This design comes from an exercise in tuning for small area and a short achievable clock period on the open sky130 flow, not from production work. At most, simulation tests tie the RTL to the original design; equivalence was not proved. Power is estimated from default activity; no workload was simulated.

run A:
## axi_slave
module axi_slave #(
    parameter AXI_ID_WD   = 2,
    parameter AXI_DATA_WD = 32,
    parameter AXI_ADDR_WD = 32,
    parameter AXI_STRB_WD = 4
    )(
    input                      S_AXI_ACLK,
    input                      S_AXI_ARESETN,
    input  [AXI_ADDR_WD-1 : 0] S_AXI_AWADDR,
    input  [AXI_ID_WD-1   : 0] S_AXI_AWID,
    input  [1 : 0]             S_AXI_AWBURST,
    input  [2 : 0]             S_AXI_AWSIZE,
    input  [7 : 0]             S_AXI_AWLEN,
    input                      S_AXI_AWVALID,
    output                     S_AXI_AWREADY,
    input  [AXI_DATA_WD-1 : 0] S_AXI_WDATA,
    input  [AXI_STRB_WD-1 : 0] S_AXI_WSTRB,
    input                      S_AXI_WLAST,
    input                      S_AXI_WVALID,
    output                     S_AXI_WREADY,
    output [AXI_ID_WD-1   : 0] S_AXI_BID,
    output [1 : 0]             S_AXI_BRESP,
    output                     S_AXI_BVALID,
    input                      S_AXI_BREADY,
    input  [AXI_ADDR_WD-1 : 0] S_AXI_ARADDR,
    input  [AXI_ID_WD-1   : 0] S_AXI_ARID,
    input  [1 : 0]             S_AXI_ARBURST,
    input  [2 : 0]             S_AXI_ARSIZE,
    input  [7 : 0]             S_AXI_ARLEN,
    input                      S_AXI_ARVALID,
    output                     S_AXI_ARREADY,
    output [AXI_DATA_WD-1 : 0] S_AXI_RDATA,
    output                     S_AXI_RLAST,
    output [AXI_ID_WD-1   : 0] S_AXI_RID,
    output [1 : 0]             S_AXI_RRESP,
    output                     S_AXI_RVALID,
    input                      S_AXI_RREADY
    );
Settings: LEC_CHECK=0, CAP_MARGIN=20, CELL_PAD_IN_SITES_DETAIL_PLACEMENT=2, CELL_PAD_IN_SITES_GLOBAL_PLACEMENT=4, CORE_MARGIN=2, CORE_UTILIZATION=40, CTS_CLUSTER_DIAMETER=70, CTS_CLUSTER_SIZE=24, PLACE_DENSITY=0.6, SETUP_SLACK_MARGIN=5, SLEW_MARGIN=20, SYNTH_HIERARCHICAL=1, SYNTH_MINIMUM_KEEP_SIZE=0, TNS_END_PERCENT=5; clock period 10.0 ns.
standard.sh (not shown) runs the stock make flow with config.mk's settings and CLKGATE_MAP_FILE= SYNTH_SCRIPT=/design/flow/synth_recipe.tcl, a recipe that flattens the netlist after the stock synthesis.
==> flow/flow/run.sh <==
#!/bin/bash
set -euo pipefail
bash standard.sh SETUP_SLACK_MARGIN=6.5 "BUFFER_PORTS_ARGS=-buffer_cell sky130_fd_sc_hd__buf_2" finish > flow_make.log 2>&1
Input-level comparison between run B and run A:
--- a/flow/config.mk
+++ b/flow/config.mk
@@ -19,2 +19,2 @@
 export SYNTH_MINIMUM_KEEP_SIZE = 0
-export TNS_END_PERCENT = 5
+export TNS_END_PERCENT = 20
==> comparison <==
- The worst setup path startpoint comes out S_AXI_ARADDR[4] in one run and S_AXI_RREADY in the other, namely in run B and run A respectively.
- Taking run A as the reference, in run B critical path depth now sits higher; number of vias after detailed routing up 710; share of total power in the clock network went down 0.2 points.
- Run B vs run A, required time reported for the critical path endpoint went up by 0.02 ns.
- Measured against each other, run B and run A differ in met3 track demand over resource, the lower figure coming from run A.
- For run B, the cell with the largest stage delay on the worst path was sky130_fd_sc_hd__a211o_4, unlike run A, where it was sky130_fd_sc_hd__mux4_2.
- Delta (run B minus run A): global-route usage comparable; routed wire length now larger; time the final worst path needs with I/O delays and setup now smaller; peak clock frequency supported by timing now larger.
No run of this note included a check of the RTL's function; only the layout flow was run.

* * *

axi_slave, a different RTL version from the one above (not shown whole).
Size in the first run: about 5200 cells after synthesis, about 2200 flip-flops, about 87000 um^2 of cells after synthesis.
==> flow/config.mk <==
export PLATFORM = sky130hd
export DESIGN_NAME = axi_slave
export DESIGN_NICKNAME = axi_slave
export VERILOG_FILES = /design/flow/design.v
export SDC_FILE = /design/flow/constraint.sdc
export NUM_CORES = 4
export LEC_CHECK = 0
export CAP_MARGIN = 20
export CELL_PAD_IN_SITES_DETAIL_PLACEMENT = 1
export CELL_PAD_IN_SITES_GLOBAL_PLACEMENT = 2
export CORE_MARGIN = 2
export CORE_UTILIZATION = 50
export CTS_CLUSTER_DIAMETER = 70
export CTS_CLUSTER_SIZE = 24
export PLACE_DENSITY = 0.66
export SETUP_SLACK_MARGIN = 5
export SLEW_MARGIN = 20
export SYNTH_HIERARCHICAL = 1
export SYNTH_MINIMUM_KEEP_SIZE = 0
export TNS_END_PERCENT = 5
==> flow/constraint.sdc <==
create_clock -name core_clock -period 10.0 [get_ports {S_AXI_ACLK}]
set_input_delay 2.0000 -clock core_clock [delete_from_list [all_inputs] [get_ports {S_AXI_ACLK}]]
set_output_delay 2.0000 -clock core_clock [all_outputs]
set_load 0.01 [all_outputs]
==> flow/flow/run.sh <==
#!/bin/bash
set -euo pipefail
bash standard.sh SETUP_SLACK_MARGIN=6.0 "BUFFER_PORTS_ARGS=-buffer_cell sky130_fd_sc_hd__buf_2" finish > flow_make.log 2>&1
Next try:
==> flow/flow/run.sh (replaced) <==
#!/bin/bash
set -euo pipefail
bash standard.sh SETUP_SLACK_MARGIN=6.1 "BUFFER_PORTS_ARGS=-buffer_cell sky130_fd_sc_hd__buf_2" finish > flow_make.log 2>&1
Settings changed: TNS_END_PERCENT 5 to 20.
Setup slack gains 0.094 ns.
Utilization rose by 1.2 points.
Fmax is higher by 2.3%.
Die area is unchanged.
Non-clock buffer count rises by 112.
Clock-buffer cell count increases by 5.
Via count goes up by 1.7%.
Cell count grows by 1.1%.
Final area came out higher by 2.1%.
Total power barely changes.
Global-route usage is about the same.
Next try:
==> flow/flow/run.sh (replaced) <==
#!/bin/bash
set -euo pipefail
bash standard.sh SETUP_SLACK_MARGIN=6.0 "BUFFER_PORTS_ARGS=-buffer_cell sky130_fd_sc_hd__buf_2" finish > flow_make.log 2>&1
Settings changed: CTS_CLUSTER_DIAMETER 70 to 80, CTS_CLUSTER_SIZE 24 to 30.
=> Die area does not change. Synthesized cell count is unchanged. Final area went down by 3.3%. Utilization falls by 2.0 points. Power is lower by 2.1%. Wire length goes down by 6.2%. Non-clock buffer count went down by 132. Clock skew hardly moves. Fmax increases by 1.1%.
Next try:
==> flow/flow/run.sh (replaced) <==
#!/bin/bash
set -euo pipefail
bash standard.sh SETUP_SLACK_MARGIN=6.5 "BUFFER_PORTS_ARGS=-buffer_cell sky130_fd_sc_hd__buf_2" finish > flow_make.log 2>&1
Settings changed: CTS_CLUSTER_DIAMETER 80 to 70, CTS_CLUSTER_SIZE 30 to 24.
Result:
- first-iteration DRC count rose by 4.4%
- clock-buffer cell count rises by 36
- final area is higher by 4.8%
- area after synthesis stays the same
- clock skew barely changes
- wire length increases by 6.4%
- power climbs by 3.2%
- global-route usage grows by 2.4 points
- sequential share of layout area falls by 3.0 points

* * *

## build 49
Starting RTL as in the previous note.
export LEC_CHECK = 0
export CAP_MARGIN = 20
export CELL_PAD_IN_SITES_DETAIL_PLACEMENT = 1
export CELL_PAD_IN_SITES_GLOBAL_PLACEMENT = 2
export CORE_MARGIN = 2
export CORE_UTILIZATION = 50
export CTS_CLUSTER_DIAMETER = 70
export CTS_CLUSTER_SIZE = 24
export PLACE_DENSITY = 0.66
export SETUP_SLACK_MARGIN = 5
export SLEW_MARGIN = 20
export SYNTH_HIERARCHICAL = 1
export SYNTH_MINIMUM_KEEP_SIZE = 0
export TNS_END_PERCENT = 20
create_clock -name core_clock -period 10.0 [get_ports {S_AXI_ACLK}]
==> flow/flow/run.sh <==
#!/bin/bash
set -euo pipefail
bash standard.sh SETUP_SLACK_MARGIN=6.0 "BUFFER_PORTS_ARGS=-buffer_cell sky130_fd_sc_hd__buf_2" finish > flow_make.log 2>&1
Both conditions hold for build 49: the flow ran to the end and the final layout passed the timing, design-rule and antenna checks.
### build 49 -> build 95
Settings: changing PLACE_DENSITY from 0.66 to 0.6; changing CELL_PAD_IN_SITES_GLOBAL_PLACEMENT from 2 to 4; changing CELL_PAD_IN_SITES_DETAIL_PLACEMENT from 1 to 2; changing CORE_UTILIZATION from 50 to 40.
==> flow/flow/run.sh <==
#!/bin/bash
set -euo pipefail
bash standard.sh SETUP_SLACK_MARGIN=6.5 "BUFFER_PORTS_ARGS=-buffer_cell sky130_fd_sc_hd__buf_2" finish > flow_make.log 2>&1
==> notes.md <==
Diff build 49 -> build 95: worst clock skew essentially unchanged, final cell area excluding filler cells picked up an extra 8.8%. Build 49 → build 95: detailed placer's ending HPWL increased by about 15% relative to the old numbers, number of nets in the final layout increased by 4.6% relative to the old numbers, post-layout total power increased by about 8% relative to the old numbers, switching power as a share of total power increased by 1.9 points relative to the old numbers.
For build 94, these inputs were changed with respect to build 95:
Settings: CORE_UTILIZATION now 58, was 40; PLACE_DENSITY now 0.74, was 0.6; CELL_PAD_IN_SITES_GLOBAL_PLACEMENT now 2, was 4; CELL_PAD_IN_SITES_DETAIL_PLACEMENT now 1, was 2.
### Flow results
The higher post-cts resize count of build 94 and build 95 is in build 95. When build 94 is set beside build 95, its layout overhead on the synthesized area turns out to be 4.0 points smaller. Looking at count of cells along the worst register-to-register path, build 94 sits 7 lower than build 95 does. Build 94: worst setup slack 0.032 ns above build 95. Note that the clock buffer count recorded for build 95 amounts to 1.08 times the value seen in build 94. Compared with build 95, in build 94 count of plain and timing-repair buffers moved down; ratio of routed vias to standard cells up about 15%.

* * *

## job 4405
axi_slave again, from the RTL that the note above started with.
export LEC_CHECK = 0
export CAP_MARGIN = 20
export CELL_PAD_IN_SITES_DETAIL_PLACEMENT = 1
export CELL_PAD_IN_SITES_GLOBAL_PLACEMENT = 2
export CORE_MARGIN = 2
export CORE_UTILIZATION = 50
export CTS_CLUSTER_DIAMETER = 70
export CTS_CLUSTER_SIZE = 24
export PLACE_DENSITY = 0.66
export SETUP_SLACK_MARGIN = 5
export SLEW_MARGIN = 20
export SYNTH_HIERARCHICAL = 1
export SYNTH_MINIMUM_KEEP_SIZE = 0
export TNS_END_PERCENT = 50
create_clock -name core_clock -period 10.0 [get_ports {S_AXI_ACLK}]
==> flow/flow/run.sh <==
#!/bin/bash
set -euo pipefail
bash standard.sh SETUP_SLACK_MARGIN=6.0 "BUFFER_PORTS_ARGS=-buffer_cell sky130_fd_sc_hd__buf_2" finish > flow_make.log 2>&1
Job 4405 ended with every stage complete and zero timing, DRC or antenna violations.
For job 4091, these inputs were changed with respect to job 4405:
Settings: TNS_END_PERCENT: 50 -> 20.
==> flow/flow/run.sh <==
#!/bin/bash
set -euo pipefail
bash standard.sh SETUP_SLACK_MARGIN=5.8 "BUFFER_PORTS_ARGS=-buffer_cell sky130_fd_sc_hd__buf_2" finish > flow_make.log 2>&1
Notes after the runs:
- Per the comparison of job 4091 with job 4405, number of multi-input combinational cells shrank by 0.57%, final setup slack of the worst path shrank by 0.19 ns.
- The critical setup path kind comes out reg -> reg in one run and in -> reg in the other, namely in job 4405 and job 4091 respectively.
- Global-route wire length before repair: job 4091 < job 4405
- After detailed routing, job 4405 needs more wire than job 4091.
- Of the two values seen for cell type of the slowest stage on the worst timing path, nor2_1 was produced by job 4405 and a221o_4 by job 4091.
Inputs modified between job 4091 and job 8497:
==> flow/flow/run.sh <==
#!/bin/bash
set -euo pipefail
bash standard.sh SETUP_SLACK_MARGIN=6.2 "BUFFER_PORTS_ARGS=-buffer_cell sky130_fd_sc_hd__buf_2" finish > flow_make.log 2>&1
- Job 8497 vs. job 4091: final design instance area without fill picked up an extra about 5%; via count +2,112.
- Of the two candidates, job 4091 has the better routed wire length and job 8497 the worse one.
- Job 8497 ends up with lower clock network power share than job 4091 does.
- Of job 8497 and job 4091, it is job 8497 that has the higher all-layer global routing usage.
What job 5267 does differently from job 8497 at the input level:
Settings: changing PLACE_DENSITY from 0.66 to 0.74; changing CORE_UTILIZATION from 50 to 58.
==> flow/flow/run.sh <==
#!/bin/bash
set -euo pipefail
bash standard.sh SETUP_SLACK_MARGIN=6.0 "BUFFER_PORTS_ARGS=-buffer_cell sky130_fd_sc_hd__buf_2" finish > flow_make.log 2>&1
==> comparison <==
Diff job 8497 -> job 5267: slew at the pin closest to its max-slew limit lost 0.0088 ns, area added between synthesis and finish lost 4.9 points. Power consumed by sequential cells: job 5267 vs job 8497 — no meaningful difference. Compared with job 8497, in job 5267 minimum setup slack among reg-to-reg paths down 0.13 ns, number of vias in the routed layout held, non-clock buffer count fell 155. Setup WNS job 8497 -> job 5267: worse. Comparing job 8497 and job 5267, area occupied by multi-input gates is higher on job 8497. Job 5267 and job 8497 ended up with roughly the same clock-pin slew on the worst setup and hold paths. Portion of total power attributed to the clock network ended up 0.8 points higher on job 5267 than on job 8497. In job 5267 the clock-buffer cell count turned out 4 lower than in job 8497.

-- afterwards: timing with drivers on the ports --
No port has a modelled driver above. Below, the same layouts with a new extraction and two added sets of constraints. Step 1 (the two cells are an assumption about what drives the block):
set clk [get_ports {S_AXI_ACLK}]
set_driving_cell -lib_cell sky130_fd_sc_hd__clkbuf_16 $clk
set_driving_cell -lib_cell sky130_fd_sc_hd__buf_2 [delete_from_list [all_inputs] $clk]
Step 2 also shifts input and output timing later by t, the mid clock arrival at the registers, as if the neighbouring blocks saw the same clock. a / b / c = ideal / step 1 / step 2; a / b = the first two.
run	t (ns)	slack for setup (ns)	worst setup path at the end	worst slew at a driven data input, ns
run A	0.917	5.552 / 5.605 / 4.688	input to register	0.09
run B	0.907	5.641 / 5.677 / 4.770	input to register	0.14
the first run of note 2	0.907	5.751 / 5.717 / 4.890	input to register	0.10
the second run of note 2	0.909	5.845 / 5.884 / 4.976	input to register	0.11
the third run of note 2	0.905	5.889 / 5.940 / 5.035	input to register	0.11
the fourth run of note 2	0.886	5.776 / 5.814 / 4.928	input to register	0.09
build 49	0.904	5.908 / 5.900 / 4.996	input to register	0.11
build 95	0.907	5.846 / 5.780 / 4.872	input to register	0.31
build 94	0.863	5.878 / 5.790 / 4.927	input to register	0.34
job 4405	0.911	5.826 / 5.826 / 4.975	input to register	0.09
job 4091	0.897	5.636 / 5.698 / 4.800	input to register	0.10
job 8497	0.906	5.899 / 5.943 / 5.037	input to register	0.11
job 5267	0.877	5.741 / 5.775 / 4.898	input to register	0.20
After both steps every run listed still meets setup and hold. The setup slack of build 95, which loses most, moves by -0.066 ns with the drivers and by -0.974 ns with both steps.
